Source: an optimization exercise on an open RTL-to-GDS flow (aim: small area). Production flows keep margins and buffers that such runs may drop. In this exercise RTL edits were held to simulation tests only and were not proved equivalent to the original. Power is estimated from default activity; no workload was simulated.

[flow/design.v]
module i2c_wrapper #(
    parameter ADDR_WIDTH = 8,
    parameter DATA_WIDTH = 32
)(
    input  logic                    pclk,
    input  logic                    presetn,
    input  logic [ADDR_WIDTH-1:0]   paddr,
    input  logic                    psel,
    input  logic                    penable,
    input  logic                    pwrite,
    input  logic [DATA_WIDTH-1:0]   pwdata,
    output logic [DATA_WIDTH-1:0]   prdata,
    output logic                    pready,
    output logic                    pslverr,
    input  logic                    sda_in,
    output logic                    sda_out,
    output wire                     scl
);
    wire a_ctl = (paddr == 8'h00);
    wire a_adr = (paddr == 8'h04);
    wire a_reg = (paddr == 8'h08);
    wire a_din = (paddr == 8'h0C);
    wire a_out = (paddr == 8'h10);
    wire a_sts = (paddr == 8'h14);
    wire a_ok  = a_ctl | a_adr | a_reg | a_din | a_out | a_sts;
    wire acc = psel & penable;
    wire wr  = acc & pwrite;
    assign pready  = acc;
    assign pslverr = acc & (~a_ok | (pwrite & (a_out | a_sts)));
    reg  [3:0]  ctrl;                  
    reg  [31:0] r_adr, r_reg, r_din;   
    reg  [31:0] r_out;                 
    reg         v_adr, v_reg, v_din, v_out;
    reg         st_busy, st_err;       
    wire op   = ctrl[1];
    wire mode = ctrl[2];
    always @(posedge pclk or negedge presetn) begin
        if (!presetn) begin
            ctrl  <= 4'd0;
            v_adr <= 1'b0;
            v_reg <= 1'b0;
            v_din <= 1'b0;
        end else begin
            if (wr & a_ctl) ctrl[3:1] <= pwdata[3:1];
            ctrl[0] <= ~ctrl[0] & wr & a_ctl & pwdata[0];
            if (wr & a_adr) v_adr <= 1'b1;
            if (wr & a_reg) v_reg <= 1'b1;
            if (wr & a_din) v_din <= 1'b1;
        end
    end
    always @(posedge pclk) begin
        if (wr & a_adr) r_adr <= pwdata;
        if (wr & a_reg) r_reg <= pwdata;
        if (wr & a_din) r_din <= pwdata;
    end
    localparam [3:0] IDLE = 4'd0,  START = 4'd1,  SLV  = 4'd2,  ACK_SA = 4'd3,
                     REG  = 4'd4,  ACK_RA = 4'd5, WRD  = 4'd6,  ACK_WR = 4'd7,
                     RDD  = 4'd8,  MACK = 4'd9,   MNACK = 4'd10, STOP = 4'd11;
    reg [3:0] state;
    reg [3:0] bitcnt;
    reg [1:0] byte_idx;
    reg [1:0] q;           
    reg [6:0] s;           
    reg       scl_t, sda_t, sda_en;
    reg       r_ack, ack_err;
    reg [6:0] sa;          
    reg [7:0] sr;          
    reg [31:0] buf_q;      
    reg       sa_v, sr_v, tx_v;
    wire busy = (state != IDLE);
    wire term = s[6] & ~s[5] & s[4] & s[2] & s[0];    
    wire clk3 = (q == 2'd2) & term;
    wire clk4 = (q == 2'd3) & term;
    wire bit_last = bitcnt[3];
    always @(posedge pclk) begin
        if (!busy | term) s <= 7'd1;
        else              s <= {s[5:0], s[6] ^ s[5]};
        if (!busy)        q <= 2'd0;
        else if (term)    q <= q + 2'd1;
    end
    wire last_byte = mode ? (byte_idx == 2'd3) : (byte_idx == 2'd0);
    wire [1:0] tsel   = mode ? byte_idx : 2'd0;
    wire [2:0] bsel   = 3'd7 - bitcnt[2:0];
    wire [31:0] bufsw = buf_q;
    wire tx_bit  = bufsw[{~tsel, bsel}] & tx_v;
    wire sa_bit  = (bitcnt[2:0] == 3'd7) ? op : (sa[bsel - 3'd1] & sa_v);
    wire sr_bit  = sr[bsel] & sr_v;
    wire sample = (state == RDD) & ~bit_last & clk3;
    wire [3:0] sh;
    assign sh[0] = sample & (~mode | (byte_idx == 2'd3));    
    assign sh[1] = sample & mode & (byte_idx == 2'd2);
    assign sh[2] = sample & mode & (byte_idx == 2'd1);
    assign sh[3] = sample & mode & (byte_idx == 2'd0);
    wire rd_enter = (state == ACK_RA) & clk4 & ~r_ack & op;
    integer i;
    always @(posedge pclk) begin
        if (!busy) begin
            sa    <= r_adr[6:0];
            sr    <= r_reg[7:0];
            buf_q <= r_din;
            sa_v  <= v_adr;
            sr_v  <= v_reg;
            tx_v  <= v_din;
        end else if (rd_enter) begin
            buf_q <= 32'd0;
        end else begin
            for (i = 0; i < 4; i = i + 1)
                if (sh[i]) buf_q[8*i +: 8] <= {buf_q[8*i +: 7], sda_in};
        end
    end
    always @(posedge pclk or negedge presetn) begin
        if (!presetn) begin
            state    <= IDLE;
            scl_t    <= 1'b1;
            sda_t    <= 1'b1;
            sda_en   <= 1'b0;
            bitcnt   <= 4'd0;
            byte_idx <= 2'd0;
            r_ack    <= 1'b0;
            ack_err  <= 1'b0;
            v_out    <= 1'b0;
        end else begin
            case (state)
            IDLE: begin
                ack_err <= 1'b0;
                scl_t   <= 1'b1;
                sda_t   <= 1'b1;
                sda_en  <= 1'b0;
                bitcnt  <= 4'd0;
                byte_idx <= 2'd0;
                if (ctrl[0]) state <= START;
            end
            START: begin
                sda_en <= 1'b1;
                scl_t  <= ~clk4;
                sda_t  <= ~q[1];
                if (clk4) state <= SLV;
            end
            SLV, REG, WRD: begin
                if (!bit_last) begin
                    sda_en <= 1'b1;
                    scl_t  <= q[1] & ~clk4;
                    if (q == 2'd1)
                        sda_t <= (state == SLV) ? sa_bit : (state == REG) ? sr_bit : tx_bit;
                    if (clk4) bitcnt <= bitcnt + 4'd1;
                end else begin
                    bitcnt <= 4'd0;
                    sda_en <= 1'b0;
                    state  <= state + 4'd1;
                end
            end
            ACK_SA, ACK_RA, ACK_WR: begin
                sda_en <= 1'b0;
                scl_t  <= q[1] & ~clk4;
                if (clk3) r_ack <= sda_in;
                if (clk4) begin
                    sda_en <= 1'b1;
                    if (r_ack) begin
                        ack_err <= 1'b1;
                        state   <= STOP;
                    end else if (state == ACK_SA) begin
                        state <= REG;
                    end else if (state == ACK_RA) begin
                        if (op) begin sda_en <= 1'b0; state <= RDD; end
                        else state <= WRD;
                    end else begin
                        if (last_byte) state <= STOP;
                        else begin byte_idx <= byte_idx + 2'd1; state <= WRD; end
                    end
                end
            end
            RDD: begin
                if (!bit_last) begin
                    sda_en <= 1'b0;
                    scl_t  <= q[1] & ~clk4;
                    if (clk4) bitcnt <= bitcnt + 4'd1;
                end else begin
                    bitcnt <= 4'd0;
                    sda_en <= 1'b1;
                    state  <= last_byte ? MNACK : MACK;
                end
            end
            MACK: begin
                sda_en <= 1'b1;
                scl_t  <= q[1] & ~clk4;
                sda_t  <= 1'b0;
                if (clk4) begin
                    byte_idx <= byte_idx + 2'd1;
                    sda_en   <= 1'b0;
                    state    <= RDD;
                end
            end
            MNACK: begin
                sda_en <= 1'b1;
                scl_t  <= q[1] & ~clk4;
                sda_t  <= ~clk4;
                if (clk4) begin
                    v_out <= 1'b1;
                    state <= STOP;
                end
            end
            STOP: begin
                sda_en <= ~clk4;
                scl_t  <= (q != 2'd0);
                sda_t  <= q[1];
                if (clk4) state <= IDLE;
            end
            default: state <= IDLE;
            endcase
        end
    end
    always @(posedge pclk) begin
        if ((state == MNACK) & clk4) r_out <= buf_q;
        st_busy <= busy;
        st_err  <= ack_err;
    end
    assign scl     = scl_t;
    assign sda_out = ~sda_en | sda_t;
    always @(*) begin
        prdata = 32'd0;
        if (a_ctl) prdata = {28'd0, ctrl};
        if (a_adr & v_adr) prdata = r_adr;
        if (a_reg & v_reg) prdata = r_reg;
        if (a_din & v_din) prdata = r_din;
        if (a_out & v_out) prdata = r_out;
        if (a_sts) prdata = {30'd0, st_err, st_busy};
    end
endmodule
[flow/run.sh]
#!/bin/bash
# synth_recipe.tcl (not shown) runs the flow's synth.tcl, then flattens the netlist and writes it again
# the make line also repeats each setting of config.mk as NAME=value (left out here)
make -C /OpenROAD-flow-scripts/flow DESIGN_CONFIG=/design/flow/config.mk WORK_HOME=/design/flow/orfs CLKGATE_MAP_FILE= SYNTH_SCRIPT=/design/flow/synth_recipe.tcl finish
[flow/config.mk]
export PLATFORM = sky130hd
export DESIGN_NAME = i2c_wrapper
export DESIGN_NICKNAME = i2c_wrapper
export VERILOG_FILES = /design/flow/design.v
export SDC_FILE = /design/flow/constraint.sdc
export NUM_CORES = 4
export LEC_CHECK = 0
export CAP_MARGIN = 20
export CORE_MARGIN = 2
export CORE_UTILIZATION = 40
export CTS_BUF_LIST = sky130_fd_sc_hd__clkbuf_4
export SLEW_MARGIN = 20
[flow/constraint.sdc]
create_clock -name core_clock -period 10.0 [get_ports {pclk}]
set_input_delay 2.0000 -clock core_clock [delete_from_list [all_inputs] [get_ports {pclk}]]
set_output_delay 2.0000 -clock core_clock [all_outputs]
set_load 0.01 [all_outputs]
==> results of run 1 <==
## Yosys cell counts (11+ instances only)
| master | n | area share (%) |
|---|---|---|
| a22o_1 | 37 | 3.5 |
| nand2_1 | 85 | 3.5 |
| inv_1 | 19 | 0.78 |
| clkbuf_1 | 13 | 0.53 |
| ha_1 | 16 | 2.2 |
| a21oi_1 | 15 | 0.82 |
| a222oi_1 | 30 | 3.3 |
| mux2_2 | 13 | 1.6 |
| o21ai_0 | 17 | 0.93 |
| nor3_1 | 12 | 0.66 |
| nor2_1 | 14 | 0.57 |
| dfxtp_1 | 11 | 2.4 |
| buf_2 | 21 | 1.1 |
| edfxtp_1 | 178 | 58 |
| dfrtp_1 | 21 | 5.7 |
## metrics by stage
stage / hold WS (ps) / utilization, % / cells / setup slack [ps]
after floorplan: 341 / - / 656 / 3800
after global placement: 365 / 45.3 / 992 / 3120
after detailed placement: 361 / 45.3 / 992 / 3030
after CTS: 380 / 48.4 / 1089 / 3040
after global routing: 395 / 48.5 / 1091 / 2820
final: 374 / 48.5 / 1091 / 3090
## logic make-up after synthesis
| kind of cell | after synthesis |
|---|---|
| AOI/OAI and AO/OA | 152 |
| buffers and inverters | 63 |
| xor gates and xnor gates | 1 |
| muxes | 26 |
| and+or+nand+nor | 186 |
| DFF | 212 |
| adders and majority gates | 16 |
## final cells by class
type                    count  area [µm²]
fillers                  2035       11600
flip-flops and latches    212        6140
multi-input cells         381        2740
repair buffers             95         936
clock buffers              82         616
well taps                 285         357
clock inverters            15        87.6
inverters                  20        75.1
diodes                      1        2.50
## routing by layer
layer  global-route usage (%)  vias to the layer above
li1                         -                     2844
met1                     25.4                     3130
met2                     30.8                      219
met3                     4.87                       30
met4                     5.72                        0
met5                        0                        -
## power by group through the flow
| stage | clock network [W] | registers, W | logic [W] |
|---|---|---|---|
| 6_report | 0.000739 | 0.00131 | 0.000767 |
| 5_1_grt | 0.000810 | 0.00133 | 0.000836 |
| 4_1_cts | 0.000763 | 0.00131 | 0.000766 |
| 3_5_place_dp | 0 | 0.00133 | 0.000761 |
| 3_3_place_gp | 0 | 0.00132 | 0.000743 |
| 2_1_floorplan | 0 | 0.00127 | 0.000561 |
## worst max-delay path, delay by kind of cell
family | cells | cell delay (ps)
buffers and inverters | 3 | 1290
and+or+nand+nor | 5 | 1610
## worst max path at each step
stage             start         end  slack, ps  depth (start not counted)
6_report       paddr[0]   prdata[6]       3090                          8
5_1_grt        paddr[0]  prdata[19]       2820                          8
4_1_cts        paddr[0]  prdata[17]       3040                          8
3_5_place_dp   paddr[0]  prdata[17]       3030                          8
3_3_place_gp   paddr[0]  prdata[15]       3120                          8
2_1_floorplan  paddr[0]    r_adr[0]       3800                          3
==> results.cfg, run 1 <==
[logic_synthesis]
avgSynthCellArea_um2 = 13.9
synthAdderAreaFrac_pct = 2.19
synthMuxAreaShare_pct = 3.60
yosys.area_share.simple_pct = 10.6
yosys_most_used_dff = edfxtp_1
synth_compound_area_share_pct = 13.2
synth_top_family_by_area = compound AO/OA/AOI/OAI gates
synthesis.nets = 718
synthesis.instances = 656
synth-edff-count = 178
synth_cell_types = 72
ys_seq_elements = 212
synthArstFlopShare_pct = 10.8
ys_seq_area_share_pct = 67.1
synth_warnings = 1
syn-cell-area_um2 = 9150
synthXorXnorAreaFrac_pct = 0.0957

[sta]
relSlewSlack_pct = 43.4
fin_skew_ps = 41.1
finalCriticalPeriod_ps = 6910
tightest_slew_ps = 843
setup_viol = 0
fin_crit_sh_pct = 69.1
fin_tns_setup_ps = 0
max_clock_freq_ghz = 0.145
hold_viol = 0
rsz0062_at_grt = false
slew_viol_final = 0

[place]
routabilityCongestion = 0.826
dpl_cell_area_um2 = 10200
port_buffers = 81
dp_hpwl_mm = 14.0

[power_and_ir_drop]
ir_drop_mv = 0.116
leakage_nw = 3.97
p_clk_share_pct = 26.2
switchingPower_w = 0.000921
p_sw_share_pct = 32.7
intPower_w = 0.00190
power.density_nw_per_um2 = 257
power_w = 0.00282
pwr-share-comb_pct = 27.2
power.share.sequential_pct = 46.6

[setup_path]
cp_slowest_stage_delay_ps = 620
cp.required_ps = 8000
cp.arrival_ps = 4910
ff2ff_path_depth = 5
start_kind = primary input
cp_max_fo = 16
critical_path_class = in -> out
r2r_start = state[0]
critPathSlowestCell = and3_1
endpoint_kind = output pin
r2r_slack_ps = 6920
worstPathCellList = clkdlybuf4s50_1 -> nor4_2 -> nor4b_4 -> and3_1 -> buf_4 -> nand2_1 -> nand2_1 -> clkdlybuf4s50_1
r2r_end = buf_q[19]

[grt]
overflow = 0
grt_max_degree = 54
grt_pass1_wl_mm = 35.6
antenna_found_initial = 1
first_global_vias = 6452
grt_usage_pct = 19.0

[cts]
root_buffer = clkbuf_4
postCtsSetupRepairBufs = 0
clk_latency_ps = 640
clk_path_buf_depth = 3
cts_hold_buf = 0
cts_made_buffers = 54
clock_sinks = 212
clkSlewWorstSetupHoldPaths_ps = 60
htree_levels = 2
cts_tree = done
post_cts_resized = 0

[routing]
highest_layer = met4
wl_mm = 22.4
vias = 6223
viasPerCell = 5.70
met1Wirelength_mm = 9.81
antenna_left = 0
wl_per_cell_um = 20.5
drc = 0
wl_met2_mm = 10.9
firstDrtPassIters = 5
drtIter0Drc = 526
wl_met3_mm = 1.37

[floorplanning]
die-area_um2 = 24100
io_pins = 82
dieHeight_um = 155
start_util_pct = 40.5
core_um2 = 22600
rows = 55
die_w_um = 155

[min_path]
holdPathStages = 0
hold_end = st_err
worstHoldStart = ack_err
min_path_type = reg -> reg

[final_layout]
nets = 826
drive_gt1_share_pct = 17.0
layout_commonest_cell = edfxtp_1
areaGrowthSynthToFinish_pct = 19.8
fin_area_um2 = 11000
final_cell_mix = edfxtp_1 (178), nand2_1 (85), clkbuf_4 (82), clkdlybuf4s50_1 (81), a22o_1 (37)

[run_status]
outcome = timing/DRC/antenna clean

[flow_run]
maxCapViolations = 0
==> inputs of run 2 (changes only) <==
--- a/flow/config.mk
+++ b/flow/config.mk
@@ -8,5 +8,4 @@
 export CAP_MARGIN = 20
 export CORE_MARGIN = 2
 export CORE_UTILIZATION = 40
-export CTS_BUF_LIST = sky130_fd_sc_hd__clkbuf_4
 export SLEW_MARGIN = 20
==> run 2 against run 1 <==
Against the previous run: clock power is 13% higher; clock skew shrank 28 ps; routed wire length decreased by 1.0%; final area increased by 0.41%; register-to-register slack improved by 30 ps; sequential power is essentially flat; still clean on timing, DRC and antenna; setup slack improved by 3.9 ps; sequential share of layout area is 0.23 points lower; sequential cell count did not move; clock-buffer cell count decreased by 53; combinational power is essentially flat; global-route usage is 0.48 points lower.
==> results.cfg, run 2 <==
[run_status]
outcome = timing/DRC/antenna clean

[logic_synthesis]
yosys.area_share.simple_pct = 10.6
ys_seq_elements = 212
yosys.area.top_type_share_pct = 58.4
synthesis.instances = 656
synthMuxAreaShare_pct = 3.60
synth-edff-count = 178
synth_area_leader_cell = edfxtp_1
synth_compound_area_share_pct = 13.2
synth.most_common_cell = edfxtp_1
avgSynthCellArea_um2 = 13.9
yosys_most_used_dff = edfxtp_1
synth_cell_types = 72
synthTopCellsByArea = edfxtp_1 (58%), dfrtp_1 (5.7%), a22o_1 (3.5%)
synth_warnings = 1
ys_seq_area_share_pct = 67.1
synthAdderAreaFrac_pct = 2.19
synthArstFlopShare_pct = 10.8
yosys-top-cells-count = edfxtp_1 (178), nand2_1 (85), a22o_1 (37)
synth_top_family_by_area = compound AO/OA/AOI/OAI gates
syn-cell-area_um2 = 9150
synthesis.nets = 718
synthXorXnorAreaFrac_pct = 0.0957

[final_layout]
areaGrowthSynthToFinish_pct = 20.3
fill_cells = 1974
layout_commonest_cell = edfxtp_1
nets = 795
antenna-diode-count = 0
final_cell_mix = edfxtp_1 (178), nand2_1 (85), clkdlybuf4s50_1 (81), a22o_1 (37), a222oi_1 (30)
drive_gt1_share_pct = 11.6

[floorplanning]
core_um2 = 22600
start_util_pct = 40.5
die_w_um = 155
dieHeight_um = 155
io_pins = 82
die-area_um2 = 24100
rows = 55

[grt]
grt_max_degree = 54
grt_usage_pct = 18.5
grt_pass1_wl_mm = 35.0
first_global_vias = 6186
antenna_found_initial = 0
overflow = 0

[setup_path]
cp_top_family = simple AND/OR/NAND/NOR gates
start_kind = primary input
cp.required_ps = 8000
cp.arrival_ps = 4910
worstPathCellList = clkdlybuf4s50_1 -> nor4_2 -> nor4b_4 -> and3_1 -> buf_4 -> nand2_1 -> nand2_1 -> clkdlybuf4s50_1
path_buf_inv = 3
cp_max_fo = 16
critical_path_class = in -> out
critPathSlowestCell = and3_1
cp_slowest_stage_delay_ps = 610
endpoint_kind = output pin

[cts]
postCtsSetupRepairBufs = 0
cts_hold_buf = 0
clkSlewWorstSetupHoldPaths_ps = 60
post_cts_resized = 0
cts_made_buffers = 23
clock_sinks = 212
clk_latency_ps = 510
htree_levels = 1
clk_path_buf_depth = 3
root_buffer = clkbuf_16
cts_tree = done

[sta]
rsz0062_at_grt = false
finalCriticalPeriod_ps = 6910
slew_viol_final = 0
relSlewSlack_pct = 42.9
fin_ws_ps = 3090
fin_crit_sh_pct = 69.1
max_clock_freq_ghz = 0.145
setup_viol = 0
fin_skew_ps = 13.4
tightest_slew_ps = 851
hold_viol = 0
fin_tns_setup_ps = 0

[power_and_ir_drop]
leakage_nw = 3.93
power.density_nw_per_um2 = 265
ir_drop_mv = 0.137

[place]
place_ws_ps = 3030
routabilityCongestion = 0.826
port_buffers = 81
dp_hpwl_mm = 14.0

[routing]
firstDrtPassIters = 6
wl_per_cell_um = 21.4
viasPerCell = 5.81
drc = 0
antenna_left = 0
drtIter0Drc = 637
wl_mm = 22.2
vias = 6014

[flow_run]
maxCapViolations = 0

[min_path]
min_path_type = reg -> reg
## run 2: layer usage
| metal | vias up | share of wire [%] | wire length [µm] | track usage [%] |
|---|---|---|---|---|
| li1 | 2755 | - | - | - |
| met1 | 3027 | 43 | 9640 | 25.4 |
| met2 | 204 | 49 | 10800 | 31.1 |
| met3 | 28 | 6.0 | 1340 | 3.37 |
| met4 | 0 | 1.6 | 354 | 4.19 |
| met5 | - | 0 | 0 | 0 |
## run 2: layout make-up
class / count / area [µm²] / share of cell area (%)
Clock buffer: 29 / 651 / 5.91
Sequential cell: 212 / 6140 / 55.8
Inverter: 20 / 75.1 / 0.682
Multi-Input combinational cell: 381 / 2740 / 24.9
Tap cell: 285 / 357 / 3.24
Clock inverter: 13 / 100 / 0.910
Timing Repair Buffer: 95 / 936 / 8.51
## run 2: final timing paths
check                         start         to  slack, ps  depth (start not counted)
setup reg to reg           state[0]   buf_q[8]       6950                          5
setup / recovery           paddr[0]  prdata[6]       3090                          8
max in group asynchronous   presetn      sda_t       7810                          2
min in group asynchronous   presetn   state[0]       1880                          2
hold / removal              ack_err     st_err        380                          0
hold reg to reg             ack_err     st_err        380                          0
## run 2: stage by stage
step	instances	instance area [µm²]	hold slack [ps]	total power, W	util [%]
global placement	992	10200	365	0.00207	45.3
global route	1035	11000	394	0.00305	48.7
detailed placement	992	10200	361	0.00209	45.3
floorplan	656	9150	341	0.00183	-
CTS	1034	11000	379	0.00293	48.6
finish	1035	11000	375	0.00291	48.7
## run 2: cells by family (layout without fill, tap and decap cells)
logic type | Yosys count | in the layout
flops | 212 | 212
buf+inv | 63 | 157
mux | 26 | 26
simple gates | 186 | 186
fa+ha+maj | 16 | 16
xor+xnor | 1 | 1
compound gates | 152 | 152
## run 2: worst reg2reg max path, cell delays in order (launching register included)
cell     delay [ps]
dfrtp_1         440
inv_1           140
ha_1            580
or4b_1          560
or2_1           280
o21ai_1         680
## run 2: power by group
group | internal (W) | total, W | switching, W
sequential | 0.00120 | 0.00131 | 0.000110
combinational | 0.000296 | 0.000765 | 0.000470
clock | 0.000490 | 0.000833 | 0.000343
total | 0.00199 | 0.00291 | 0.000923
==> inputs of run 3 (changes only) <==
--- a/flow/config.mk
+++ b/flow/config.mk
@@ -8,4 +8,5 @@
 export CAP_MARGIN = 20
 export CORE_MARGIN = 2
 export CORE_UTILIZATION = 40
+export CTS_BUF_LIST = sky130_fd_sc_hd__clkbuf_2
 export SLEW_MARGIN = 20
==> run 3 against run 2 <==
Against the previous run: clock power decreased by 33%; sequential power about the same; synthesized area stayed put; critical endpoint unchanged.
==> results.cfg, run 3 <==
[cts]
cts_made_buffers = 53
postCtsSetupRepairBufs = 0
clock_sinks = 212
clkSlewWorstSetupHoldPaths_ps = 110
root_buffer = clkbuf_2
clk_path_buf_depth = 3
cts_tree = done
htree_levels = 2
cts_hold_buf = 0
post_cts_resized = 0
clk_latency_ps = 780

[sta]
setup_viol = 0
hold_viol = 0
relSlewSlack_pct = 42.9
rsz0062_at_grt = false
tightest_slew_ps = 851
slew_viol_final = 0
max_clock_freq_ghz = 0.145
fin_skew_ps = 39.7
finalCriticalPeriod_ps = 6900
fin_tns_setup_ps = 0
fin_crit_sh_pct = 69.0

[setup_path]
cp.required_ps = 8000
endpoint_kind = output pin
r2r_slack_ps = 6920
r2r_start = state[0]
cp_max_fo = 16
worstPathCellList = clkdlybuf4s50_1 -> nor4_2 -> nor4b_4 -> and3_1 -> buf_4 -> nand2_1 -> nand2_1 -> clkdlybuf4s50_1
critPathSlowestCell = and3_1
cp_slowest_stage_delay_ps = 600
r2r_end = buf_q[13]
cp.arrival_ps = 4900
ff2ff_path_depth = 5
critical_path_class = in -> out
start_kind = primary input

[routing]
antenna_left = 0
firstDrtPassIters = 5
viasPerCell = 5.68
wl_mm = 22.5
wl_per_cell_um = 20.6
drc = 0
drtIter0Drc = 552
vias = 6195

[logic_synthesis]
avgSynthCellArea_um2 = 13.9
synthXorXnorAreaFrac_pct = 0.0957
synth-edff-count = 178
synth.most_common_cell = edfxtp_1
synthesis.nets = 718
syn-cell-area_um2 = 9150
synthArstFlopShare_pct = 10.8
yosys.area.top_type_share_pct = 58.4
synthMuxAreaShare_pct = 3.60
ys_seq_elements = 212
synth_warnings = 1
synthTopCellsByArea = edfxtp_1 (58%), dfrtp_1 (5.7%), a22o_1 (3.5%)
synthAdderAreaFrac_pct = 2.19
synth_top_family_by_area = compound AO/OA/AOI/OAI gates
yosys-top-cells-count = edfxtp_1 (178), nand2_1 (85), a22o_1 (37)
synth_compound_area_share_pct = 13.2
synth_area_leader_cell = edfxtp_1
yosys.area_share.simple_pct = 10.6
ys_seq_area_share_pct = 67.1
synthesis.instances = 656
yosys_most_used_dff = edfxtp_1
synth_cell_types = 72

[min_path]
worstHoldStart = ack_err
holdPathStages = 0
min_path_type = reg -> reg
hold_end = st_err

[place]
dp_hpwl_mm = 14.0
port_buffers = 81
routabilityCongestion = 0.826

[floorplanning]
die_w_um = 155
start_util_pct = 40.5
rows = 55
die-area_um2 = 24100
dieHeight_um = 155
io_pins = 82
core_um2 = 22600

[final_layout]
fill_cells = 2050
final_core_util_pct = 47.5
layout_commonest_cell = edfxtp_1
drive_gt1_share_pct = 17.0
nets = 825
final_cell_mix = edfxtp_1 (178), nand2_1 (85), clkbuf_2 (83), clkdlybuf4s50_1 (81), a22o_1 (37)
areaGrowthSynthToFinish_pct = 17.2

[grt]
grt_max_degree = 54
grt_pass1_wl_mm = 35.6
busiest_layer = met2
grt_use_met1_pct = 25.5
antenna_found_initial = 1
met3_usage_pct = 4.76
grt_usage_pct = 19.0
overflow = 0
grt_use_met2_pct = 30.5
first_global_vias = 6428

[flow_run]
maxCapViolations = 0

[power_and_ir_drop]
pwr-share-comb_pct = 29.0
power.share.sequential_pct = 49.7
ir_drop_mv = 0.115
switchingPower_w = 0.000920
leakage_nw = 3.92
power.density_nw_per_um2 = 246
p_sw_share_pct = 34.9
intPower_w = 0.00172
p_clk_share_pct = 21.3

[run_status]
outcome = timing/DRC/antenna clean
## run 3: power by group through the flow
stage                     logic [W]  clock network, W  registers (W)
after floorplan            0.000561                 0        0.00127
after global placement     0.000743                 0        0.00132
after detailed placement   0.000761                 0        0.00133
after CTS                  0.000766          0.000581        0.00131
after global routing       0.000835          0.000627        0.00133
final                      0.000764          0.000561        0.00131
## run 3: cell type report
class / count / area [µm²] / area share (%)
Sequential cell: 212 / 6140 / 57.3
Clock buffer: 83 / 415 / 3.87
Inverter: 20 / 75.1 / 0.700
Timing Repair Buffer: 95 / 936 / 8.73
Antenna cell: 1 / 2.50 / 0.0233
Multi-Input combinational cell: 381 / 2740 / 25.5
Clock inverter: 13 / 56.3 / 0.525
Tap cell: 285 / 357 / 3.32
## run 3: cell families (layout without fill, tap and decap cells)
| group | count (synthesis) | count (layout) |
|---|---|---|
| XOR/XNOR | 1 | 1 |
| multiplexers | 26 | 26 |
| AO/OA/AOI/OAI | 152 | 152 |
| AND/OR/NAND/NOR | 186 | 186 |
| flip-flops | 212 | 212 |
| buffers and inverters | 63 | 211 |
| other | 0 | 1 |
| adder cells (fa/ha/maj) | 16 | 16 |
## run 3: stage by stage
step	cells	power, W	instance area [µm²]	setup slack, ps	hold slack [ps]
after global routing	1090	0.00279	10700	2810	408
after floorplan	656	0.00183	9150	3800	341
after global placement	992	0.00207	10200	3120	365
final	1090	0.00264	10700	3100	386
after detailed placement	992	0.00209	10200	3030	361
after CTS	1088	0.00266	10700	3030	392
## run 3: worst max-delay path, delay by kind of cell
kind	cells	cell delay, ps
buffers and inverters	3	1290
and+or+nand+nor	5	1590
## run 3: layer usage
| layer | vias to the layer above | share of wire (%) |
|---|---|---|
| met1 | 3081 | 44 |
| met2 | 228 | 48 |
| met4 | 0 | 1.8 |
| li1 | 2850 | - |
| met5 | - | 0 |
| met3 | 36 | 6.4 |
## run 3: how the worst max path moves through the flow
stage,endpoint,slack [ps],startpoint
after CTS,prdata[17],3030,paddr[0]
after detailed placement,prdata[17],3030,paddr[0]
after global placement,prdata[15],3120,paddr[0]
after global routing,prdata[11],2810,paddr[0]
after floorplan,r_adr[0],3800,paddr[0]
final,prdata[6],3100,paddr[0]
==> inputs of run 4 (changes only) <==
--- a/flow/config.mk
+++ b/flow/config.mk
@@ -5,8 +5,8 @@
 export SDC_FILE = /design/flow/constraint.sdc
 export NUM_CORES = 4
 export LEC_CHECK = 0
+export ABC_AREA = 1
 export CAP_MARGIN = 20
 export CORE_MARGIN = 2
 export CORE_UTILIZATION = 40
-export CTS_BUF_LIST = sky130_fd_sc_hd__clkbuf_2
 export SLEW_MARGIN = 20
==> run 4 against run 3 <==
Against the previous run: power up 1.1%; non-clock buffer count down 3; clock skew down 30 ps; worst hold slack better by 0.56 ps; synthesized cell count up 32%; first-iteration DRC count down 11%; setup slack worse by 160 ps; register-to-register slack worse by 50 ps; largest cell class unchanged; final cell count up 15%; sequential power down 7%; still clean on timing, DRC and antenna; critical endpoint is now prdata[3]; sequential cell count unchanged; synthesized area up 1.2%.
==> results.cfg, run 4 <==
[grt]
first_global_vias = 6303
grt_pass1_wl_mm = 35.1
overflow = 0
antenna_found_initial = 0
grt_max_degree = 60
grt_usage_pct = 18.6

[final_layout]
antenna-diode-count = 0
nets = 1016
finalNonFillerCells = 1255
multi_input_area_um2 = 2630
fin_area_um2 = 11200
fill_cells = 2045
layout_commonest_cell = nand2_1
drive_gt1_share_pct = 8.04
final_cell_mix = nand2_1 (235), edfxtp_1 (178), inv_1 (104), clkdlybuf4s50_1 (81), nor2_1 (66)
areaGrowthSynthToFinish_pct = 21.4
seq_area_um2 = 6140

[floorplanning]
die-area_um2 = 24400
start_util_pct = 40.8
die_w_um = 156
io_pins = 82
core_um2 = 22700
dieHeight_um = 156
rows = 55

[place]
placedCellCount = 1211
dp_hpwl_mm = 14.1
routabilityCongestion = 0.838
dpl_cell_area_um2 = 10400
port_buffers = 81

[setup_path]
ff2ff_path_depth = 7
worstPathCellList = clkdlybuf4s50_1 -> nor2_1 -> nand2_1 -> nor2_1 -> nand3_1 -> nor2_4 -> inv_1 -> o21ai_0 -> o22ai_1 -> inv_1 -> clkdlybuf4s50_1
cp.arrival_ps = 5050
cp_slowest_stage_delay_ps = 690
endpoint_kind = output pin
critical_path_class = in -> out
path_buf_inv = 4
start_kind = primary input
r2r_start = state[3]
cp.required_ps = 8000
critPathSlowestCell = nor2_4
cp_top_family = buffers and inverters
r2r_end = buf_q[22]
r2r_slack_ps = 6870
cp_max_fo = 28

[min_path]
min_path_type = reg -> reg
holdPathStages = 0
hold_end = st_err
worstHoldStart = ack_err

[routing]
wl_per_cell_um = 17.8
drc = 0
viasPerCell = 5.24
vias = 6571
drtIter0Drc = 489
firstDrtPassIters = 5
antenna_left = 0
wl_mm = 22.3

[logic_synthesis]
synthesis.nets = 927
synthesis.instances = 865
synth_warnings = 1
ys_seq_area_share_pct = 66.3
synth-edff-count = 178
avgSynthCellArea_um2 = 10.7
yosys_most_used_dff = edfxtp_1
yosys.area.top_type_share_pct = 57.7
syn-cell-area_um2 = 9260
synth.most_common_cell = nand2_1
synth_area_leader_cell = edfxtp_1
synth_cell_types = 39
ys_seq_elements = 212
synthArstFlopShare_pct = 10.8
synthTopCellsByArea = edfxtp_1 (58%), nand2_1 (9.6%), dfrtp_1 (5.7%)
yosys-top-cells-count = nand2_1 (236), edfxtp_1 (178), inv_1 (104)

[sta]
finalCriticalPeriod_ps = 7050
slew_viol_final = 0
timing.hold.ws_ps = 387
rsz0062_at_grt = false
max_clock_freq_ghz = 0.142
relSlewSlack_pct = 39.2
fin_skew_ps = 9.58
hold_viol = 0
fin_tns_setup_ps = 0
tightest_slew_ps = 910
setup_viol = 0
fin_crit_sh_pct = 70.5

[cts]
clkSlewWorstSetupHoldPaths_ps = 60
post_cts_resized = 0
cts_tree = done
cts_hold_buf = 0
htree_levels = 1
cts_made_buffers = 23
clk_latency_ps = 500
clk_path_buf_depth = 3
clock_sinks = 212
root_buffer = clkbuf_16
postCtsSetupRepairBufs = 0

[run_status]
outcome = timing/DRC/antenna clean

[flow_run]
maxCapViolations = 0

[power_and_ir_drop]
power_w = 0.00266
ir_drop_mv = 0.117
power.density_nw_per_um2 = 237
leakage_nw = 4.26
[run 4: worst max path at each step]
stage,to,cells after the start,from
floorplan,prdata[17],8,paddr[7]
global placement,prdata[3],11,paddr[7]
detailed placement,prdata[3],11,paddr[6]
CTS,prdata[3],11,paddr[7]
global route,prdata[3],11,paddr[1]
finish,prdata[3],11,paddr[7]
[run 4: area by class of cell]
class / count / share of cell area, %
clock inverters: 12 / 1.19
flip-flops and latches: 212 / 54.6
clock buffers: 29 / 5.60
repair buffers: 92 / 8.48
well taps: 285 / 3.17
multi-input cells: 520 / 23.4
inverters: 105 / 3.51
[run 4: kinds of logic after synthesis]
kind of cell / after synthesis / share of synthesized area (%)
AND/OR/NAND/NOR: 371 / 16.5
flip-flops: 212 / 66.3
adder cells (fa/ha/maj): 16 / 2.16
XOR/XNOR: 2 / 0.189
multiplexers: 2 / 0.243
AO/OA/AOI/OAI: 129 / 8.93
buffers and inverters: 133 / 5.59
[run 4: layer usage]
layer | share of wire, % | track usage [%]
met5 | 0 | 0
met4 | 1.6 | 4.15
met3 | 5.2 | 2.56
met2 | 44 | 28.3
met1 | 50 | 28.4
[run 4: metrics by stage]
stage               util, %  setup slack (ps)
floorplan                 -              4760
global placement       45.8              3030
detailed placement     45.8              2950
CTS                    49.1              2950
global route           49.5              2690
finish                 49.5              2950
[run 4: power by group]
group	internal, W	total [W]	switching, W
Sequential	0.00116	0.00122	0.0000600
Clock	0.000522	0.000857	0.000336
Combinational	0.000181	0.000584	0.000402
Total	0.00187	0.00266	0.000798
==> inputs of run 5 (changes only) <==
--- a/flow/design.v
+++ b/flow/design.v
@@ -61,7 +61,7 @@
     reg [1:0] byte_idx;
     reg [1:0] q;           
     reg [6:0] s;           
-    reg       scl_t, sda_t, sda_en;
+    reg       sda_t, sda_en;
     reg       r_ack, ack_err;
     reg [6:0] sa;          
     reg [7:0] sr;          
@@ -81,37 +81,44 @@
     wire last_byte = mode ? (byte_idx == 2'd3) : (byte_idx == 2'd0);
     wire [1:0] tsel   = mode ? byte_idx : 2'd0;
     wire [2:0] bsel   = 3'd7 - bitcnt[2:0];
-    wire [31:0] bufsw = buf_q;
-    wire tx_bit  = bufsw[{~tsel, bsel}] & tx_v;
+    wire tx_bit  = buf_q[{~tsel, 3'd7}] & tx_v;
     wire sa_bit  = (bitcnt[2:0] == 3'd7) ? op : (sa[bsel - 3'd1] & sa_v);
     wire sr_bit  = sr[bsel] & sr_v;
     wire sample = (state == RDD) & ~bit_last & clk3;
+    wire rot    = (state == WRD) & ~bit_last & clk4;
     wire [3:0] sh;
-    assign sh[0] = sample & (~mode | (byte_idx == 2'd3));    
-    assign sh[1] = sample & mode & (byte_idx == 2'd2);
-    assign sh[2] = sample & mode & (byte_idx == 2'd1);
-    assign sh[3] = sample & mode & (byte_idx == 2'd0);
+    assign sh[0] = rot | (sample & (~mode | (byte_idx == 2'd3)));    
+    assign sh[1] = rot | (sample & mode & (byte_idx == 2'd2));
+    assign sh[2] = rot | (sample & mode & (byte_idx == 2'd1));
+    assign sh[3] = rot | (sample & mode & (byte_idx == 2'd0));
     wire rd_enter = (state == ACK_RA) & clk4 & ~r_ack & op;
+    wire keep = busy & ~rd_enter;
+    wire [31:0] prev;
+    wire [31:0] buf_d;
+    wire [3:0]  buf_en;
+    genvar k;
+    generate
+        for (k = 0; k < 4; k = k + 1) begin : g_byte
+            assign prev[8*k +: 8] = {buf_q[8*k +: 7], rot ? buf_q[8*k+7] : sda_in};
+            assign buf_en[k] = ~busy | rd_enter | sh[k];
+        end
+    endgenerate
+    assign buf_d = ({32{keep}} & prev) | ({32{~busy}} & r_din);
     integer i;
     always @(posedge pclk) begin
+        for (i = 0; i < 4; i = i + 1)
+            if (buf_en[i]) buf_q[8*i +: 8] <= buf_d[8*i +: 8];
         if (!busy) begin
             sa    <= r_adr[6:0];
             sr    <= r_reg[7:0];
-            buf_q <= r_din;
             sa_v  <= v_adr;
             sr_v  <= v_reg;
             tx_v  <= v_din;
-        end else if (rd_enter) begin
-            buf_q <= 32'd0;
-        end else begin
-            for (i = 0; i < 4; i = i + 1)
-                if (sh[i]) buf_q[8*i +: 8] <= {buf_q[8*i +: 7], sda_in};
         end
     end
     always @(posedge pclk or negedge presetn) begin
         if (!presetn) begin
             state    <= IDLE;
-            scl_t    <= 1'b1;
             sda_t    <= 1'b1;
             sda_en   <= 1'b0;
             bitcnt   <= 4'd0;
@@ -123,7 +130,6 @@
             case (state)
             IDLE: begin
                 ack_err <= 1'b0;
-                scl_t   <= 1'b1;
                 sda_t   <= 1'b1;
                 sda_en  <= 1'b0;
                 bitcnt  <= 4'd0;
@@ -132,14 +138,12 @@
             end
             START: begin
                 sda_en <= 1'b1;
-                scl_t  <= ~clk4;
                 sda_t  <= ~q[1];
                 if (clk4) state <= SLV;
             end
             SLV, REG, WRD: begin
                 if (!bit_last) begin
                     sda_en <= 1'b1;
-                    scl_t  <= q[1] & ~clk4;
                     if (q == 2'd1)
                         sda_t <= (state == SLV) ? sa_bit : (state == REG) ? sr_bit : tx_bit;
                     if (clk4) bitcnt <= bitcnt + 4'd1;
@@ -151,7 +155,6 @@
             end
             ACK_SA, ACK_RA, ACK_WR: begin
                 sda_en <= 1'b0;
-                scl_t  <= q[1] & ~clk4;
                 if (clk3) r_ack <= sda_in;
                 if (clk4) begin
                     sda_en <= 1'b1;
@@ -172,7 +175,6 @@
             RDD: begin
                 if (!bit_last) begin
                     sda_en <= 1'b0;
-                    scl_t  <= q[1] & ~clk4;
                     if (clk4) bitcnt <= bitcnt + 4'd1;
                 end else begin
                     bitcnt <= 4'd0;
@@ -182,7 +184,6 @@
             end
             MACK: begin
                 sda_en <= 1'b1;
-                scl_t  <= q[1] & ~clk4;
                 sda_t  <= 1'b0;
                 if (clk4) begin
                     byte_idx <= byte_idx + 2'd1;
@@ -192,7 +193,6 @@
             end
             MNACK: begin
                 sda_en <= 1'b1;
-                scl_t  <= q[1] & ~clk4;
                 sda_t  <= ~clk4;
                 if (clk4) begin
                     v_out <= 1'b1;
@@ -201,7 +201,6 @@
             end
             STOP: begin
                 sda_en <= ~clk4;
-                scl_t  <= (q != 2'd0);
                 sda_t  <= q[1];
                 if (clk4) state <= IDLE;
             end
@@ -214,15 +213,16 @@
         st_busy <= busy;
         st_err  <= ack_err;
     end
-    assign scl     = scl_t;
+    wire s_first = (s == 7'd1);
+    assign scl = (state == IDLE) | (state == START) |
+                 ((state == STOP) ? (q[1] | (q[0] & ~s_first))
+                                  : (q[1] & (q[0] | ~s_first)));
     assign sda_out = ~sda_en | sda_t;
-    always @(*) begin
-        prdata = 32'd0;
-        if (a_ctl) prdata = {28'd0, ctrl};
-        if (a_adr & v_adr) prdata = r_adr;
-        if (a_reg & v_reg) prdata = r_reg;
-        if (a_din & v_din) prdata = r_din;
-        if (a_out & v_out) prdata = r_out;
-        if (a_sts) prdata = {30'd0, st_err, st_busy};
-    end
+    wire s_adr = a_adr & v_adr;
+    wire s_reg = a_reg & v_reg;
+    wire s_din = a_din & v_din;
+    wire s_out = a_out & v_out;
+    assign prdata = ({32{s_adr}} & r_adr) | ({32{s_reg}} & r_reg) |
+                    ({32{s_din}} & r_din) | ({32{s_out}} & r_out) |
+                    {28'd0, {4{a_ctl}} & ctrl} | {30'd0, {2{a_sts}} & {st_err, st_busy}};
 endmodule
==> flow/flow/run.sh (new file) <==
#!/bin/bash
set -euo pipefail
bash standard.sh 'BUFFER_PORTS_ARGS=-buffer_cell sky130_fd_sc_hd__buf_1' \
  'CTS_ARGS=-sink_clustering_enable -repair_clock_nets -dont_use_dummy_load -buf_list sky130_fd_sc_hd__clkbuf_2' finish > standard_flow.log 2>&1
==> flow/standard.sh (new file) <==
#!/bin/bash
# synth_recipe.tcl (not shown) runs the flow's synth.tcl, then flattens the netlist and writes it again
# the make line also repeats each setting of config.mk as NAME=value (left out here)
make -C /OpenROAD-flow-scripts/flow DESIGN_CONFIG=/design/flow/config.mk WORK_HOME=/design/flow/orfs CLKGATE_MAP_FILE= SYNTH_SCRIPT=/design/flow/synth_recipe.tcl "${@:-finish}"
--- a/flow/config.mk
+++ b/flow/config.mk
@@ -5,7 +5,6 @@
 export SDC_FILE = /design/flow/constraint.sdc
 export NUM_CORES = 4
 export LEC_CHECK = 0
-export ABC_AREA = 1
 export CAP_MARGIN = 20
 export CORE_MARGIN = 2
 export CORE_UTILIZATION = 40
removed: flow/run.sh
==> run 5 against run 4 <==
Against the previous run: synthesized cell count down 29%; sequential share of layout area increased by 8.3 points; die area is 4.3% lower; power down 23%; non-clock buffer count stayed put; sequential cell count decreased by 1; routed wire length shrank 4.1%; critical path depth shrank 4; synthesized area fell by 4.4%; global-route usage fell by 0.25 points; register-to-register slack lost 30 ps.
==> results.cfg, run 5 <==
[sta]
slew_viol_final = 0
fin_crit_sh_pct = 64.3
tightest_slew_ps = 1050
setup_viol = 0
rsz0062_at_grt = false
fin_tns_setup_ps = 0
finalCriticalPeriod_ps = 6430
hold_viol = 0
max_clock_freq_ghz = 0.155
fin_skew_ps = 128
relSlewSlack_pct = 30.3
timing.hold.ws_ps = 421

[cts]
cts_tree = done
cts_hold_buf = 0
postCtsSetupRepairBufs = 0
clk_latency_ps = 790
htree_levels = 2
clock_sinks = 211
cts_made_buffers = 52
post_cts_resized = 0
clk_path_buf_depth = 3
root_buffer = clkbuf_2
clkSlewWorstSetupHoldPaths_ps = 110

[min_path]
min_path_type = reg -> reg
holdPathStages = 0
hold_end = r_out[26]
worstHoldStart = buf_q[26]

[floorplanning]
die_w_um = 153
rows = 54
io_pins = 82
dieHeight_um = 153
die-area_um2 = 23300
start_util_pct = 40.7
core_um2 = 21800

[logic_synthesis]
synthesis.nets = 673
yosys-top-cells-count = edfxtp_1 (178), nor2_1 (51), a22oi_1 (37)
avgSynthCellArea_um2 = 14.5
synthesis.instances = 612
synth.most_common_cell = edfxtp_1
synth_cell_types = 62
yosys_most_used_dff = edfxtp_1
synth_warnings = 1
yosys.area.top_type_share_pct = 60.4
synthArstFlopShare_pct = 10.4
syn-cell-area_um2 = 8860
synth_area_leader_cell = edfxtp_1
synth-edff-count = 178
ys_seq_area_share_pct = 69.1
ys_seq_elements = 211
synthTopCellsByArea = edfxtp_1 (60%), dfrtp_1 (5.9%), a22o_1 (3.5%)

[setup_path]
worstPathCellList = buf_1 -> nor4_4 -> nor3b_2 -> and4b_1 -> buf_4 -> a221o_1 -> buf_1
critical_path_class = in -> out
cp_slowest_stage_delay_ps = 650
r2r_end = state[0]
cp_max_fo = 22
start_kind = primary input
cp-startpoint = paddr[4]
critPathSlowestCell = and4b_1
r2r_start = state[0]
path_buf_inv = 3
cp_common_cell = buf_1
r2r_slack_ps = 6840
cp.arrival_ps = 4430
ff2ff_path_depth = 8
cp_top_family = simple AND/OR/NAND/NOR gates
endpoint_kind = output pin
cp.required_ps = 8000

[final_layout]
final_core_util_pct = 44.7
layout_commonest_cell = edfxtp_1
areaGrowthSynthToFinish_pct = 9.69
drive_gt1_share_pct = 13.0
nets = 778
antenna-diode-count = 0
final_cell_mix = edfxtp_1 (178), buf_1 (81), clkbuf_2 (52), nor2_1 (50), a22oi_1 (37)

[run_status]
outcome = timing/DRC/antenna clean

[place]
dp_hpwl_mm = 13.2
routabilityCongestion = 0.849
port_buffers = 81

[grt]
first_global_vias = 6082
overflow = 0
antenna_found_initial = 1
grt_usage_pct = 18.3
grt_max_degree = 58
grt_pass1_wl_mm = 33.6

[power_and_ir_drop]
power_w = 0.00204
leakage_nw = 3.30
ir_drop_mv = 0.0803
power.density_nw_per_um2 = 210

[flow_run]
maxCapViolations = 0

[routing]
wl_mm = 21.4
drc = 0
viasPerCell = 5.79
drtIter0Drc = 460
antenna_left = 0
wl_per_cell_um = 21.5
vias = 5764
firstDrtPassIters = 5
## run 5: cell types whose count changed after synthesis, moves of 21 or more
cell	before	now
nor2_1	72	51
a41oi_1	27	0
a22oi_1	0	37
nand3_1	39	9
a221o_1	0	28
a22o_1	0	35
inv_1	104	15
nand2_1	236	17
o21ai_0	56	12
## run 5: how the worst max path moves through the flow
stage,to,cells past startpoint
3_3_place_gp,prdata[30],7
5_1_grt,prdata[9],7
4_1_cts,prdata[27],7
2_1_floorplan,r_reg[0],4
3_5_place_dp,prdata[9],7
6_report,prdata[15],7
## run 5: per-layer routing
layer | share of wire [%] | track usage [%]
met1 | 44 | 25.0
met2 | 47 | 29.2
met3 | 7.6 | 4.55
met4 | 1.6 | 5.64
met5 | 0.061 | 0
## run 5: stage by stage
stage,std cells,area [µm²],setup WS (ps)
6_report,995,9710,3570
2_1_floorplan,612,8860,4270
3_3_place_gp,942,9430,3690
5_1_grt,995,9710,3390
3_5_place_dp,942,9430,3580
4_1_cts,994,9690,3580
## run 5: power by group
part | leakage (nW) | internal [W] | total (W) | switching (W)
registers | 1.99 | 0.00106 | 0.00114 | 0.0000775
logic | 1.10 | 0.000192 | 0.000473 | 0.000282
clock network | 0.216 | 0.000135 | 0.000431 | 0.000296
total | 3.30 | 0.00139 | 0.00204 | 0.000655
## run 5: cells by family after synthesis
| family | Yosys count | share of synthesized area (%) |
|---|---|---|
| AO/OA/AOI/OAI | 166 | 14.9 |
| XOR/XNOR | 2 | 0.198 |
| adder cells (fa/ha/maj) | 15 | 2.12 |
| buffers and inverters | 57 | 2.64 |
| flip-flops | 211 | 69.1 |
| multiplexers | 18 | 2.63 |
| AND/OR/NAND/NOR | 143 | 8.46 |
## run 5: area by class of cell
cell class | instances | area, µm²
Clock buffer | 52 | 260
Fill cell | 1998 | 12000
Inverter | 16 | 60.1
Sequential cell | 211 | 6120
Tap cell | 280 | 350
Multi-Input combinational cell | 344 | 2530
Timing Repair Buffer | 92 | 399
==> inputs of run 6 (changes only) <==
==> flow/flow/run.sh (replaced) <==
#!/bin/bash
# Layout flow: the standard flow (standard.sh) with three changes.
#  1. After the standard synthesis, the combinational cells are mapped again
#     by ABC with an area-oriented script (flow/area.abc). The flip-flops
#     are black boxes in that step, so every register keeps its instance
#     name and cell type from the standard synthesis.
#  2. The ports are buffered with sky130_fd_sc_hd__buf_1.
#  3. Clock tree synthesis gets its own arguments (flow/cts_args.txt).
# Each tool's output goes to a log file of its own in this folder.
set -euo pipefail
LIB=$FLOW_HOME/platforms/sky130hd/lib/sky130_fd_sc_hd__tt_025C_1v80.lib
R=orfs/results/sky130hd/i2c_wrapper/base
DU=$(grep -A40 "DONT_USE_CELLS +=" $FLOW_HOME/platforms/sky130hd/config.mk | grep -oE "sky130_fd_sc_hd__[a-z0-9_]+" | sed 's/^/-dont_use /' | tr '\n' ' ')

bash standard.sh synth > 1_standard_synth.log 2>&1
cp $R/1_2_yosys.v std_synth.v
python3 flow/comb_lib.py $LIB comb.lib > 2_comb_lib.log 2>&1
yosys -p "read_liberty comb.lib; read_liberty -lib -nooverwrite $LIB; \
  read_verilog std_synth.v; hierarchy -check -top $FLOW_TOP; flatten; rename -hide w:*.*; hierarchy -top $FLOW_TOP; read_liberty -lib -nooverwrite $LIB; opt -purge; \
  abc -liberty $LIB $DU -script flow/area.abc; opt_clean -purge; \
  setundef -zero; \
  hilomap -singleton -hicell sky130_fd_sc_hd__conb_1 HI -locell sky130_fd_sc_hd__conb_1 LO; \
  insbuf -buf sky130_fd_sc_hd__buf_4 A X; opt_clean -purge; \
  check -assert -mapped; stat -liberty $LIB; \
  write_verilog -noattr -nohex -nodec reabc.v" > 3_reabc_yosys.log 2>&1
cp reabc.v $R/1_2_yosys.v
CTS=$(cat flow/cts_args.txt)
bash standard.sh 'BUFFER_PORTS_ARGS=-buffer_cell sky130_fd_sc_hd__buf_1' "CTS_ARGS=$CTS" finish > 4_standard_finish.log 2>&1
==> flow/flow/area.abc (new file) <==
&get -n
&st
&dc2
&dch -f
&nf -R 1000 -p -a
&put
topo
dnsize
==> flow/flow/comb_lib.py (new file) <==
# Writes a copy of a liberty file that keeps only the combinational cells
# (no ff, latch or statetable groups), so that yosys can read their functions
# while the sequential cells stay black boxes.
import re, sys
txt = open(sys.argv[1]).read()
starts = [m.start() for m in re.finditer(r'\n\s*cell \(', txt)]
head = txt[:starts[0]]
starts.append(txt.rindex('}'))
keep = []
for a, b in zip(starts, starts[1:]):
    seg = txt[a:b]
    if re.search(r'\b(ff|latch|statetable)\s*\(', seg):
        continue
    keep.append(seg)
open(sys.argv[2], 'w').write(head + ''.join(keep) + '\n}\n')
==> flow/flow/cts_args.txt (new file) <==
-sink_clustering_enable -repair_clock_nets -dont_use_dummy_load -buf_list sky130_fd_sc_hd__clkbuf_4 -sink_clustering_size 10 -sink_clustering_max_diameter 40
--- a/flow/config.mk
+++ b/flow/config.mk
@@ -5,7 +5,7 @@
 export SDC_FILE = /design/flow/constraint.sdc
 export NUM_CORES = 4
 export LEC_CHECK = 0
-export CAP_MARGIN = 20
+export CAP_MARGIN = 0
 export CORE_MARGIN = 2
 export CORE_UTILIZATION = 40
-export SLEW_MARGIN = 20
+export SLEW_MARGIN = 0
==> run 6 against run 5 <==
Against the previous run: final area down 4.9%; utilization rose by 0.99 points; non-clock buffer count did not move; via count fell by 5.8%; critical path type unchanged; critical endpoint is now prdata[31].
==> results.cfg, run 6 <==
[place]
routabilityCongestion = 0.879
dpl_cell_area_um2 = 9010
dp_hpwl_mm = 12.0
place_ws_ps = 3920
port_buffers = 81

[setup_path]
worstPathCellList = buf_1 -> or3_1 -> nand2b_1 -> or2_0 -> nor2b_2 -> buf_4 -> a22oi_1 -> o21ai_0 -> buf_1
cp_common_cell = buf_1
cp.arrival_ps = 4100
critical_path_class = in -> out
critPathSlowestCell = or3_1
ff2ff_path_depth = 7
cp_top_family = simple AND/OR/NAND/NOR gates
path_buf_inv = 3
cp_slowest_stage_delay_ps = 440
cp.required_ps = 8000
r2r_start = s[5]
r2r_slack_ps = 6870
cp_max_fo = 32
start_kind = primary input
endpoint_kind = output pin
r2r_end = buf_q[6]

[routing]
drtIter0Drc = 384
antenna_left = 0
firstDrtPassIters = 6
wl_mm = 19.9
viasPerCell = 5.70
drc = 0
wl_per_cell_um = 20.9
vias = 5432

[cts]
clkSlewWorstSetupHoldPaths_ps = 70
postCtsSetupRepairBufs = 0
cts_made_buffers = 30
cts_tree = done
root_buffer = clkbuf_4
clk_path_buf_depth = 3
cts_hold_buf = 0
clk_latency_ps = 660
post_cts_resized = 0
htree_levels = 1
clock_sinks = 211

[sta]
tightest_slew_ps = 1150
rsz0062_at_grt = false
max_clock_freq_ghz = 0.164
fin_skew_ps = 53.7
finalCriticalPeriod_ps = 6100
timing.hold.ws_ps = 371
hold_viol = 0
fin_ws_ps = 3900
fin_crit_sh_pct = 61.0
slew_viol_final = 0
setup_viol = 0
fin_tns_setup_ps = 0
relSlewSlack_pct = 23.0

[min_path]
holdPathStages = 0
worstHoldStart = ack_err
min_path_type = reg -> reg
hold_end = st_err

[logic_synthesis]
avgSynthCellArea_um2 = 14.7
syn-cell-area_um2 = 8230
synthesis.instances = 560
synth_warnings = 1
synthesis.nets = 606

[floorplanning]
start_util_pct = 40.7
io_pins = 82
core_um2 = 20200
dieHeight_um = 147
die_w_um = 147
die-area_um2 = 21700
rows = 52

[grt]
grt_usage_pct = 18.5
grt_max_degree = 56
antenna_found_initial = 1
overflow = 0
first_global_vias = 5628
grt_pass1_wl_mm = 31.6

[run_status]
outcome = timing/DRC/antenna clean

[final_layout]
final_cell_mix = edfxtp_1 (178), buf_1 (81), a22oi_1 (65), o21ai_0 (56), nand2_1 (43)
layout_commonest_cell = edfxtp_1
seq_area_um2 = 6120
fin_area_um2 = 9240
multi_input_area_um2 = 2150
nets = 730
areaGrowthSynthToFinish_pct = 12.3
drive_gt1_share_pct = 7.48
fill_cells = 1831

[power_and_ir_drop]
power_w = 0.00188
power.density_nw_per_um2 = 203
ir_drop_mv = 0.0904
leakage_nw = 2.91

[flow_run]
maxCapViolations = 0
-- run 6: report_power, final --
group,switching [W],internal (W)
clock network,0.000262,0.000137
registers,0.0000692,0.00108
logic,0.000205,0.000123
total,0.000536,0.00134
-- run 6: how the worst max path moves through the flow --
stage | from | endpoint | slack, ps | cells past startpoint
final | paddr[0] | prdata[31] | 3900 | 9
after global routing | paddr[0] | prdata[24] | 3790 | 9
after CTS | paddr[0] | prdata[31] | 3910 | 9
after detailed placement | paddr[0] | prdata[31] | 3920 | 9
after global placement | paddr[0] | prdata[31] | 4000 | 9
after floorplan | state[0] | buf_q[10] | 2570 | 3
-- run 6: layer usage --
metal | track usage (%) | routed length [µm]
met5 | 0 | 0
met4 | 5.24 | 367
met2 | 31.5 | 9720
met1 | 24.7 | 8710
met3 | 3.18 | 1120
-- run 6: layout make-up --
type / count / area share (%)
Sequential cell: 211 / 66.2
Multi-Input combinational cell: 344 / 23.2
Timing Repair Buffer: 92 / 4.19
Tap cell: 270 / 3.66
Clock buffer: 30 / 2.44
Inverter: 5 / 0.203
Antenna cell: 1 / 0.0271
-- run 6: stage by stage --
step	instances	util (%)
floorplan	560	-
global placement	922	44.5
detailed placement	922	44.5
CTS	952	45.6
global route	953	45.6
finish	953	45.6
==> inputs of run 7 (changes only) <==
--- a/flow/config.mk
+++ b/flow/config.mk
@@ -7,5 +7,5 @@
 export LEC_CHECK = 0
 export CAP_MARGIN = 0
 export CORE_MARGIN = 2
-export CORE_UTILIZATION = 40
+export CORE_UTILIZATION = 55
 export SLEW_MARGIN = 0
==> run 7 against run 6 <==
Against the previous run: still clean; via count is 2.2% higher; sequential power about the same; sequential share of layout area up 0.74 points; critical path depth unchanged; synthesized cell count is the same; clock skew increased by 26 ps; routed wire length is 2.6% lower; final cell count down 9.0%.
==> results.cfg, run 7 <==
[sta]
slew_viol_final = 0
relSlewSlack_pct = 29.5
timing.hold.ws_ps = 428
tightest_slew_ps = 1060
hold_viol = 0
fin_skew_ps = 80.0
rsz0062_at_grt = false
finalCriticalPeriod_ps = 6010
setup_viol = 0
max_clock_freq_ghz = 0.166
fin_crit_sh_pct = 60.1
fin_tns_setup_ps = 0

[floorplanning]
core_um2 = 14600
start_util_pct = 56.4
rows = 44
dieHeight_um = 126
die_w_um = 126
die-area_um2 = 16000
io_pins = 82

[logic_synthesis]
syn-cell-area_um2 = 8230
synthesis.instances = 560
synth_warnings = 1
synthesis.nets = 606
avgSynthCellArea_um2 = 14.7

[grt]
overflow = 0
antenna_found_initial = 0
grt_usage_pct = 24.5
grt_max_degree = 55
grt_pass1_wl_mm = 30.5
first_global_vias = 5458

[routing]
drc = 0
drtIter0Drc = 462
antenna_left = 0
vias = 5554
wl_mm = 19.4
firstDrtPassIters = 5
viasPerCell = 6.41
wl_per_cell_um = 22.4

[cts]
cts_made_buffers = 29
cts_tree = done
root_buffer = clkbuf_4
clock_sinks = 211
clkSlewWorstSetupHoldPaths_ps = 100
htree_levels = 1
cts_hold_buf = 0
postCtsSetupRepairBufs = 0
clk_path_buf_depth = 3
post_cts_resized = 0
clk_latency_ps = 670

[final_layout]
finalNonFillerCells = 867
final_cell_mix = edfxtp_1 (178), buf_1 (81), a22oi_1 (65), o21ai_0 (56), nand2_1 (43)
areaGrowthSynthToFinish_pct = 11.0
nets = 731
layout_commonest_cell = edfxtp_1
fin_area_um2 = 9130
antenna-diode-count = 0
drive_gt1_share_pct = 7.61

[place]
port_buffers = 81
routabilityCongestion = 0.917
dpl_cell_area_um2 = 8910
dp_hpwl_mm = 11.3
placedCellCount = 838

[setup_path]
cp_max_fo = 32
start_kind = primary input
critPathSlowestCell = or3_1
critical_path_class = in -> out
cp_common_cell = buf_1
cp.arrival_ps = 4010
endpoint_kind = output pin
cp.required_ps = 8000
worstPathCellList = buf_1 -> or3_1 -> nand2b_1 -> or2_0 -> nor2b_2 -> buf_4 -> a22oi_1 -> o21ai_0 -> buf_1
cp_slowest_stage_delay_ps = 430

[flow_run]
maxCapViolations = 0

[min_path]
min_path_type = reg -> reg

[power_and_ir_drop]
ir_drop_mv = 0.114
power.density_nw_per_um2 = 206
leakage_nw = 2.92

[run_status]
outcome = timing/DRC/antenna clean
[run 7: path summary, 6_finish.rpt]
kind	startpoint	endpoint	slack, ps	cells past startpoint
worst max-delay path	paddr[0]	prdata[15]	3990	9
min in group asynchronous	presetn	r_ack	1330	2
max in group asynchronous	presetn	sda_t	8340	2
worst min-delay path	ack_err	st_err	430	0
worst max register to register	s[5]	buf_q[6]	7060	7
worst min register to register	ack_err	st_err	430	0
[run 7: through the flow]
stage	util [%]	total power (W)	setup WS [ps]
final	62.6	0.00188	3990
after global routing	62.6	0.00197	3820
after CTS	62.6	0.00188	3980
after detailed placement	61.1	0.00150	3990
after global placement	61.1	0.00149	4030
after floorplan	-	0.00138	2570
[run 7: cell type report]
type,instances,area (µm²)
Inverter,5,18.8
Timing Repair Buffer,94,402
Sequential cell,211,6120
Clock buffer,29,218
Tap cell,184,230
Multi-Input combinational cell,344,2150
Fill cell,1155,5460
[run 7: critical path, delay by kind of cell]
kind / cells / cell delay (ps)
AOI/OAI and AO/OA: 2 / 280
buffers and inverters: 3 / 680
and+or+nand+nor: 4 / 1040
[run 7: power breakdown]
part           total (W)  switching (W)  internal [W]
clock network   0.000392       0.000260      0.000133
logic           0.000333       0.000210      0.000124
registers        0.00115      0.0000697       0.00108
[run 7: layer usage]
metal,up-vias,part of all wire (%),GRT usage (%)
met5,-,0,0
met4,0,2.0,6.33
met3,32,7.8,4.56
met2,266,47,39.5
met1,2742,44,35.1
li1,2514,-,-
==> inputs of run 8 (changes only) <==
==> flow/flow/cts_args.txt (replaced) <==
-sink_clustering_enable -repair_clock_nets -dont_use_dummy_load -buf_list sky130_fd_sc_hd__clkbuf_1 sky130_fd_sc_hd__clkbuf_2
--- a/flow/config.mk
+++ b/flow/config.mk
@@ -5,7 +5,7 @@
 export SDC_FILE = /design/flow/constraint.sdc
 export NUM_CORES = 4
 export LEC_CHECK = 0
-export CAP_MARGIN = 0
+export CAP_MARGIN = 20
 export CORE_MARGIN = 2
 export CORE_UTILIZATION = 55
-export SLEW_MARGIN = 0
+export SLEW_MARGIN = 20
==> run 8 against run 7 <==
Against the previous run: the run now fails in 4_1_cts; synthesized area is the same; synthesized cell count stayed put.
==> results.cfg, run 8 <==
[logic_synthesis]
synth_warnings = 1
syn-cell-area_um2 = 8230
synthesis.instances = 560
avgSynthCellArea_um2 = 14.7
synthesis.nets = 606

[run_status]
outcome = stopped before the end
stop_stage = 4_1_cts
tool.error = [ERROR STA-0564] clock_tree_synthesis positional arguments not supported.

[place]
placedCellCount = 838
port_buffers = 81
dp_hpwl_mm = 11.3
place_ws_ps = 3990
routabilityCongestion = 0.917

[floorplanning]
dieHeight_um = 126
rows = 44
io_pins = 82
die_w_um = 126
start_util_pct = 56.4
## run 8: through the flow
| step | area [µm²] | hold slack (ps) |
|---|---|---|
| floorplan | 8230 | 347 |
| global placement | 8910 | 397 |
| detailed placement | 8910 | 400 |
## run 8: worst min path at each step
stage | slack (ps) | endpoint | cells after the start | start
3_5_place_dp | 400 | st_err | 0 | ack_err
3_3_place_gp | 400 | st_err | 0 | ack_err
2_1_floorplan | 350 | st_err | 0 | ack_err
## run 8: power by group through the flow
stage / clock network (W) / registers [W] / logic (W)
2_1_floorplan: 0 / 0.00114 / 0.000233
3_3_place_gp: 0 / 0.00116 / 0.000322
3_5_place_dp: 0 / 0.00117 / 0.000330
==> inputs of run 9 (changes only) <==
==> flow/flow/cts_args.txt (replaced) <==
-sink_clustering_enable -repair_clock_nets -dont_use_dummy_load -buf_list sky130_fd_sc_hd__clkbuf_2
--- a/flow/config.mk
+++ b/flow/config.mk
@@ -7,5 +7,5 @@
 export LEC_CHECK = 0
 export CAP_MARGIN = 20
 export CORE_MARGIN = 2
-export CORE_UTILIZATION = 55
+export CORE_UTILIZATION = 40
 export SLEW_MARGIN = 20
==> run 9 against run 8 <==
Against the previous run: the run now finishes clean; synthesized area stayed put; synthesized cell count stayed put.
==> results.cfg, run 9 <==
[power_and_ir_drop]
power.share.sequential_pct = 60.6
intPower_w = 0.00134
p_sw_share_pct = 29.4
p_clk_share_pct = 22.1
power.density_nw_per_um2 = 204
leakage_nw = 3.01
ir_drop_mv = 0.0956
pwr-share-comb_pct = 17.4
switchingPower_w = 0.000558

[sta]
fin_crit_sh_pct = 60.9
fin_skew_ps = 67.4
slew_viol_final = 0
finalCriticalPeriod_ps = 6090
fin_tns_setup_ps = 0
fin_ws_ps = 3910
max_clock_freq_ghz = 0.164
relSlewSlack_pct = 30.1
rsz0062_at_grt = false
hold_viol = 0
tightest_slew_ps = 1050
setup_viol = 0

[cts]
post_cts_resized = 0
clk_latency_ps = 770
cts_made_buffers = 52
htree_levels = 2
cts_tree = done
clk_path_buf_depth = 3
clock_sinks = 211
clkSlewWorstSetupHoldPaths_ps = 70
cts_hold_buf = 0
root_buffer = clkbuf_2
postCtsSetupRepairBufs = 0

[min_path]
holdPathStages = 0
min_path_type = reg -> reg

[routing]
drc = 0
wl_per_cell_um = 20.7
viasPerCell = 5.69
antenna_left = 0
drtIter0Drc = 464
firstDrtPassIters = 6
wl_mm = 20.2
vias = 5560

[grt]
overflow = 0
grt_max_degree = 56
grt_usage_pct = 18.8
first_global_vias = 5782
antenna_found_initial = 1
grt_pass1_wl_mm = 31.9

[setup_path]
endpoint_kind = output pin
ff2ff_path_depth = 7
cp.arrival_ps = 4090
cp.required_ps = 8000
cp_max_fo = 32
start_kind = primary input
critical_path_class = in -> out

[flow_run]
maxCapViolations = 0

[floorplanning]
io_pins = 82
rows = 52
dieHeight_um = 147
start_util_pct = 40.7
die_w_um = 147
die-area_um2 = 21700
core_um2 = 20200

[logic_synthesis]
syn-cell-area_um2 = 8230
avgSynthCellArea_um2 = 14.7
synthesis.nets = 606
synth_warnings = 1
synthesis.instances = 560

[place]
dp_hpwl_mm = 12.4
port_buffers = 81
routabilityCongestion = 0.879
place_ws_ps = 3930
placedCellCount = 924

[final_layout]
nets = 754
drive_gt1_share_pct = 10.6
finalNonFillerCells = 978
layout_commonest_cell = edfxtp_1
final_cell_mix = edfxtp_1 (178), buf_1 (81), a22oi_1 (65), o21ai_0 (56), clkbuf_2 (52)
multi_input_area_um2 = 2150
fill_cells = 1825
areaGrowthSynthToFinish_pct = 13.3
seq_area_um2 = 6120
final_core_util_pct = 46.1

[run_status]
outcome = timing/DRC/antenna clean
==> run 9: power groups by stage <==
stage                     logic [W]  registers [W]  clock network [W]
after floorplan            0.000233        0.00114                  0
after global placement     0.000323        0.00117                  0
after detailed placement   0.000330        0.00117                  0
after CTS                  0.000331        0.00115           0.000438
after global routing       0.000371        0.00116           0.000476
final                      0.000329        0.00115           0.000419
==> run 9: critical path, cell delays in order <==
cell and delay (ps):
buf_1 70, or3_1 450, nand2b_1 200, or2_0 300
nor2b_2 130, buf_4 410, a22oi_1 150, o21ai_0 170
buf_1 200
==> run 9: final timing paths <==
path / startpoint / end / slack, ps
min in group asynchronous: presetn / ctrl[3] / 1210
worst max-delay path: paddr[0] / prdata[24] / 3910
worst min register to register: ack_err / st_err / 380
worst min-delay path: ack_err / st_err / 380
worst max register to register: s[5] / buf_q[0] / 6800
max in group asynchronous: presetn / sda_t / 8440
==> run 9: final cells by class <==
type | count | area share (%)
Inverter | 5 | 0.201
Multi-Input combinational cell | 344 | 23.0
Sequential cell | 211 | 65.6
Tap cell | 270 | 3.62
Antenna cell | 2 | 0.0537
Clock buffer | 52 | 2.79
Timing Repair Buffer | 94 | 4.66
==> run 9: per-layer routing <==
metal | routed length [µm] | GRT usage [%]
met1 | 8620 | 24.4
met2 | 9770 | 31.2
met3 | 1280 | 4.10
met4 | 523 | 7.36
met5 | 0 | 0
==> run 9: metrics by stage <==
stage | instance area [µm²] | power, W | hold slack [ps]
global placement | 9010 | 0.00149 | 359
finish | 9320 | 0.00190 | 383
global route | 9320 | 0.00201 | 413
floorplan | 8230 | 0.00138 | 347
CTS | 9320 | 0.00192 | 387
detailed placement | 9050 | 0.00150 | 354

-- afterwards: timing with drivers on the ports --
In the flow no input, the clock included, has a driving cell. The finished layouts below were timed again as built, in two steps. Step 1 sets driving cells, clkbuf_16 on the clock port and buf_2 on the other inputs (assumed; they add their load-dependent delay and slew). Step 2, shift: input delay + t, output delay - t, t = (earliest + latest rising clock arrival at the registers) / 2. This alone moves slack from input paths to output paths. Three values: ideal ports, drivers, drivers and shift; two values: the first two.
run	shift t [ns]	setup WS [ns]
run 1	0.657	3.086 / 3.063 / 3.063
run 2	0.545	3.089 / 3.067 / 3.067
run 3	0.800	3.104 / 3.082 / 3.082
run 4	0.542	2.946 / 2.922 / 2.922
run 5	0.763	3.566 / 3.541 / 3.541
run 6	0.671	3.905 / 3.874 / 3.874
run 7	0.666	3.989 / 3.964 / 3.964
run 9	0.773	3.914 / 3.894 / 3.894
After both steps setup and hold are still met in every run listed.
